Context: an optimization exercise on an open-source flow, tuned for small area. The choices shown serve that exercise and are no tape-out recipe.
Function was checked by simulation only, so behaviour that the tests miss may differ from the original.
No activity file was given, so power comes from the tool's default toggle rates.

==> flow/design.v (excerpt) <==
module pst_brain_v2 (
    input  wire        clk,
    input  wire        rst_n,
    input  wire [7:0]  cur0, cur1, cur2, cur3,
    output wire [7:0]  phase0, phase1, phase2, phase3,
    output wire [2:0]  winner,
    output wire [7:0]  winner_score,
    output wire [7:0]  winner_rel,
    output wire [7:0]  w_ab, w_ac, w_ad, w_bc, w_bd, w_cd,
    output wire [7:0]  seq_slot_A, seq_slot_B,
    output wire        seq_force_valid,
    output wire [7:0]  seq_force_pred,
    output wire [7:0]  pred_out,
    output wire [7:0]  pred_err,
    output wire        reward_out,
    output wire [2:0]  gamma_cnt,
    output wire        theta_tick,
    output wire        episode_last,
    output wire [2:0]  ep_winner,
    output wire [3:0]  ep_strength,
    output wire        ep_valid,
    output wire        exploit_mode,
    output wire        explore_mode,
    output wire [1:0]  confidence_level,
    output wire [2:0]  theta_cnt,
    output wire        delta_tick,
    output wire [2:0]  topic_winner,
    output wire [2:0]  topic_strength,
    output wire        topic_valid,
    output wire        err_explore
);
    integer i;
    function [8:0] addc;
        input [7:0] a;
        input [7:0] b;
  ...
Size in the first run: about 1900 cells after synthesis, about 350 flip-flops, ~200 I/O pins, ~18000 µm² of cells after synthesis.
Settings: LEC_CHECK=0, ABC_AREA=1, CAP_MARGIN=20, CORE_MARGIN=2, CORE_UTILIZATION=35, SLEW_MARGIN=20; clock period 40.0 ns.
standard.sh (not shown) runs the stock make flow with config.mk's settings and CLKGATE_MAP_FILE= SYNTH_SCRIPT=/design/flow/synth_recipe.tcl, a recipe that flattens the netlist after the stock synthesis.
==> flow/flow/run.sh <==
#!/bin/bash
# Own layout flow: the standard layout (standard.sh, unchanged synthesis),
# with two layout choices changed:
#  - the port buffers that buffer_ports inserts use the smallest buffer cell
#  - the clock tree is built from clkbuf_8 clusters without dummy loads
# Each tool's output is kept in a log file in the work folder.
set -euo pipefail
export BUFFER_PORTS_ARGS="-buffer_cell sky130_fd_sc_hd__buf_1"
export CTS_ARGS="-sink_clustering_enable -repair_clock_nets -sink_clustering_size 16 -sink_clustering_max_diameter 70 -buf_list sky130_fd_sc_hd__clkbuf_8 -dont_use_dummy_load"
bash standard.sh synth > synth.log 2>&1
bash standard.sh > layout.log 2>&1
The starting point ran to the end with no violations.
Rerun with:
--- a/flow/design.v
+++ b/flow/design.v
@@ -185,14 +185,13 @@
     wire epv = |eps;
     wire tv  = |ts;
     wire err_forced = (ehc >= 3'd5);
     wire in_mm      = ~(stab >= 4'd10) & mm20_r;
     wire explore    = err_forced | in_mm | (epv & (eps <= 4'd5) & (conf <= 2'd2));
     wire ctx_gate   = fvalid | explore | mm40_r;
-    reg  [7:0] bs, brel;
-    reg        a20, a40;
+    reg  [7:0] bs, wa;
     reg  [2:0] bi;
     wire       sact  = (&gph[7:4]) & ~(gph[2] & gph[1]);
     wire       spass = gph[3];
     wire [2:0] si    = sact ? gph[2:0] : cs ? winner_r : bi;
     wire       sfirst = (gph[2:0] == 3'd0);
     reg [7:0] spa, spb;
@@ -211,32 +210,26 @@
     wire [8:0] sdiff = addc(spa, ~spb, 1'b1);
     wire [7:0] srel  = (sfa & sfb) ? crel(sdiff[7:0]) : 8'd0;
     wire       sb2   = ~explore & epv & (epw == si);
     wire       sb1   = ~explore & tv  & (tw  == si);
     wire [8:0] ssum1 = addc({1'b0, srel[7:1]}, {2'b0, (ctx_gate ? 6'd0 : sw)}, 1'b0);
     wire [8:0] sscore = addc(ssum1[7:0], {5'b0, sb2, sb1, 1'b0}, 1'b0);
-    wire [8:0] wad   = addc(srel, ~brel, 1'b1);
-    wire       d20   = gt8(wad[7:0], 8'd20);
-    wire       d40   = gt8(wad[7:0], 8'd40);
-    wire       mm20  = gt8(brel, 8'd235) ? (wad[8] | d20) : (wad[8] & d20);
-    wire       mm40  = gt8(brel, 8'd215) ? (wad[8] | d40) : (wad[8] & d40);
     wire       sne   = (gph[2:0] != bi);
     wire [2:0] vc = gph[2:0];
     reg  [3:0] emv;
     reg  [2:0] emi, tmi, tmv;
     always @(posedge clk) begin
         if (sact & ~spass) begin
             if (sfirst | gt8(sscore[7:0], bs)) begin
                 bs <= sscore[7:0];
                 bi <= si;
             end
         end
-        if (gph == 8'd246) brel <= srel;
         if (sact & spass) begin
-            a20 <= (~sfirst & a20) | (sne & mm20);
-            a40 <= (~sfirst & a40) | (sne & mm40);
+            if (sne & (sfirst | gt8(srel, wa))) wa <= srel;
+            else if (sfirst)                    wa <= 8'd0;
         end
     end
     wire       ewin  = (gph[7:6] == 2'b10) & ~(gph[5] & gph[4]);
     wire       twin  = (gph[7:6] == 2'b11) & ~(gph[5] & gph[4]);
     wire [2:0] ec    = gph[5:3];
     wire       vlast = (gph[2:0] == 3'd7);
@@ -252,12 +245,24 @@
         end
         if (twin & vlast & ((ec == 3'd0) | gt8({5'b0, etot[2:0]}, {5'b0, tmv}))) begin
             tmv <= etot[2:0];
             tmi <= ec;
         end
     end
+    wire [8:0] wad    = addc(wa, ~srel, 1'b1);
+    wire       d20    = gt8(wad[7:0], 8'd20);
+    wire       d40    = gt8(wad[7:0], 8'd40);
+    wire       mm20   = gt8(srel, 8'd235) ? (wad[8] | d20) : (wad[8] & d20);
+    wire       mm40   = gt8(srel, 8'd215) ? (wad[8] | d40) : (wad[8] & d40);
+    reg  [7:0] brel;
+    reg        bm20, bm40;
+    always @(posedge clk) begin
+        brel <= srel;
+        bm20 <= mm20;
+        bm40 <= mm40;
+    end
     always @(posedge clk or negedge rst_n) begin
         if (!rst_n) begin
             winner_r <= 3'd0;
             wscore_r <= 8'd0;
             wrel_r   <= 8'd0;
             mm20_r   <= 1'b0;
@@ -265,14 +270,14 @@
             eq_r     <= 1'b1;
             stab     <= 4'd0;
         end else if (cs) begin
             winner_r <= bi;
             wscore_r <= bs;
             wrel_r   <= brel;
-            mm20_r   <= a20;
-            mm40_r   <= a40;
+            mm20_r   <= bm20;
+            mm40_r   <= bm40;
             eq_r     <= (bi == winner_r);
             if (eq_r) stab <= (stab >= 4'd10) ? 4'd10 : stab + 4'd1;
             else      stab <= 4'd0;
         end
     end
     assign winner       = winner_r;
@@ -316,13 +321,13 @@
             w   <= {6{8'd128}};
         end else begin
             for (i = 0; i < 6; i = i + 1) begin
                 if (cs & ~dph & dolearn & (winner_r == i))
                     w[8*i +: 8] <= lval;
                 else
-                    w[8*i +: 8] <= decr(w[8*i +: 8], cs & dph & ~prot & (w[8*i +: 8] != 8'd80));
+                    w[8*i +: 8] <= decr(w[8*i +: 8], cs & dph & ~prot & gt8(w[8*i +: 8], 8'd80));
             end
         end
     end
     assign w_ab = w[7:0];   assign w_ac = w[15:8];  assign w_ad = w[23:16];
     assign w_bc = w[31:24]; assign w_bd = w[39:32]; assign w_cd = w[47:40];
     reg  [7:0] dAr, snr;
- power increases by a few percent
- sequential cell count goes up by 8
- cell area drops slightly
- setup slack improves by 240 ps
- register-to-register slack improved by 240 ps
- non-clock buffer count decreases by 1
- global-route usage fell by 0.66 points
- via count drops slightly
- critical path depth went down by 5
- synthesized cell count decreases by a few percent
- sequential power grows by a few percent
- combinational power barely changes

pst_brain_v2, a different RTL version from the one above (not shown whole).
For scale: ~1900 cells after synthesis, ~350 flip-flops, roughly 0.018 mm^2 of cells after synthesis.
Settings: LEC_CHECK=0, ABC_AREA=1, CAP_MARGIN=20, CORE_MARGIN=2, CORE_UTILIZATION=35, SLEW_MARGIN=20; clock period 40.0 ns.
Scripts as last shown in full above: flow/flow/run.sh
Edit:
--- a/flow/design.v
+++ b/flow/design.v
@@ -299,70 +299,69 @@
                     w[8*i +: 8] <= lval;
                 else
                     w[8*i +: 8] <= decr(w[8*i +: 8], cs & dph & ~prot & gt8(w[8*i +: 8], 8'd80));
             end
         end
     end
     assign w_ab = w[7:0];   assign w_ac = w[15:8];  assign w_ad = w[23:16];
     assign w_bc = w[31:24]; assign w_bd = w[39:32]; assign w_cd = w[47:40];
-    reg  [7:0] dAr, snr;
-    reg        isA, smr;
-    wire       u100 = (gph == 8'd253);
-    wire       u101 = (gph == 8'd254);
-    wire       u102 = &gph;
+    wire [8:0] rawA  = addc(act, ~sA, 1'b1);
+    wire [8:0] rawB  = addc(act, ~sB, 1'b1);
+    wire [7:0] dA    = cdist(rawA[7:0]);
+    wire [7:0] dB    = cdist(rawB[7:0]);
+    wire       isA   = ~gt8(dA, dB);
+    wire [7:0] sd    = isA ? dA : dB;
+    wire       sdn   = isA ? rawA[7] : rawB[7];
     wire [7:0] scur  = isA ? sA : sB;
-    wire [7:0] ux    = u100 ? sA : u101 ? sB : u102 ? scur : my_pred;
-    wire [8:0] uraw  = addc(act, ~ux, 1'b1);
-    wire [7:0] ud    = cdist(uraw[7:0]);
-    wire       udn   = uraw[7];
-    wire [7:0] ustep = {2'b0, ud[7:3], ud[2] | ~(|ud[7:3])};
-    wire [8:0] ures  = addc(ux, ustep ^ {8{udn}}, udn);
-    wire [7:0] unext = (udn ^ ures[8]) ? {8{~udn}} : ures[7:0];
-    wire       umove = (|ud[7:2]) | (&ud[1:0]);
-    always @(posedge clk) begin
-        dAr <= ud;
-        if (u101) isA <= ~gt8(dAr, ud);
-        snr <= unext;
-        smr <= umove;
-    end
+    wire [7:0] sstep = {2'b0, sd[7:3], sd[2] | ~(|sd[7:3])};
+    wire [8:0] sres  = addc(scur, sstep ^ {8{sdn}}, sdn);
+    wire [7:0] snext = (sdn ^ sres[8]) ? {8{~sdn}} : sres[7:0];
+    wire       smove = (|sd[7:2]) | (&sd[1:0]);
     always @(posedge clk or negedge rst_n) begin
         if (!rst_n) begin
             sA     <= 8'd0;
             sB     <= 8'd213;
             lw     <= 1'b0;
             fpred  <= 8'd213;
             fvalid <= 1'b0;
         end else if (cs) begin
             if (wf) begin
-                if (smr) begin
-                    if (isA) sA <= snr;
-                    else     sB <= snr;
+                if (smove) begin
+                    if (isA) sA <= snext;
+                    else     sB <= snext;
                 end
                 if (lw == isA) fpred <= scur;
                 fvalid <= (lw == isA);
                 lw     <= ~isA;
             end else begin
                 fvalid <= 1'b0;
             end
         end
     end
     assign seq_slot_A      = sA;
     assign seq_slot_B      = sB;
     assign seq_force_valid = fvalid;
     assign seq_force_pred  = fpred;
+    wire [8:0] rawP  = addc(act, ~my_pred, 1'b1);
+    wire       pdn   = rawP[7];
+    wire [7:0] eP    = cdist(rawP[7:0]);
+    wire [7:0] pstep = {2'b0, eP[7:3], eP[2] | ~(|eP[7:3])};
+    wire [8:0] pres  = addc(my_pred, pstep ^ {8{pdn}}, pdn);
+    wire [7:0] pnext = (pdn ^ pres[8]) ? {8{~pdn}} : pres[7:0];
+    wire       pmove = (|eP[7:2]) | (&eP[1:0]);
     always @(posedge clk or negedge rst_n) begin
         if (!rst_n) begin
             my_pred <= 8'd128;
             pout    <= 8'd128;
             perr    <= 8'd0;
         end else if (cs & wf) begin
-            perr <= ud;
+            perr <= eP;
             if (fvalid)     my_pred <= fpred;
-            else if (umove) my_pred <= unext;
+            else if (pmove) my_pred <= pnext;
             pout <= fvalid ? fpred : my_pred;
         end
     end
     assign pred_out = pout;
     assign pred_err = perr;
     always @(posedge clk or negedge rst_n) begin
         if (!rst_n) begin
             ezc    <= 2'd0;
Outcome: The changed run went through all stages and came out clean. Cell count goes up by 2.2%. Via count grows by about 1.5%. Area after synthesis went up by 1.7%. Maximum frequency decreases by about 1.4%. Power went down by about 4.3%. Global-route usage hardly moves. Clock power is lower by about 4%.

==> separate check: timing with driven ports <==
In the flow no input, the clock included, has a driving cell. The finished layouts below were timed again as built, in two steps.
Step 1 (the two cells are an assumption about what drives the block):
set clk [get_ports {clk}]
set_driving_cell -lib_cell sky130_fd_sc_hd__clkbuf_16 $clk
set_driving_cell -lib_cell sky130_fd_sc_hd__buf_2 [delete_from_list [all_inputs] $clk]
Step 2 adds t to the input delays and takes it off the output delays; t is the mean of the earliest and latest rising clock arrival at the registers after step 1. Input paths then give back, and output paths get back, about the clock's delay inside the block.
a / b / c = no drivers / after step 1 / after step 2; a / b = the first two.
run	t, ns	setup slack, ns	worst setup path after step 2
the first run of note 1	0.662	28.440 / 28.440 / 28.440	register to register
the second run of note 1	0.673	28.681 / 28.681 / 28.503	input to register
the first run of note 2	0.696	28.867 / 28.867 / 28.745	input to register
the second run of note 2	0.680	28.706 / 28.706 / 28.706	register to register
After both steps setup and hold are still met in every run listed. For the second run of note 1, which loses most, drivers alone change the setup slack by 0.000 ns; drivers and shift together by -0.178 ns.
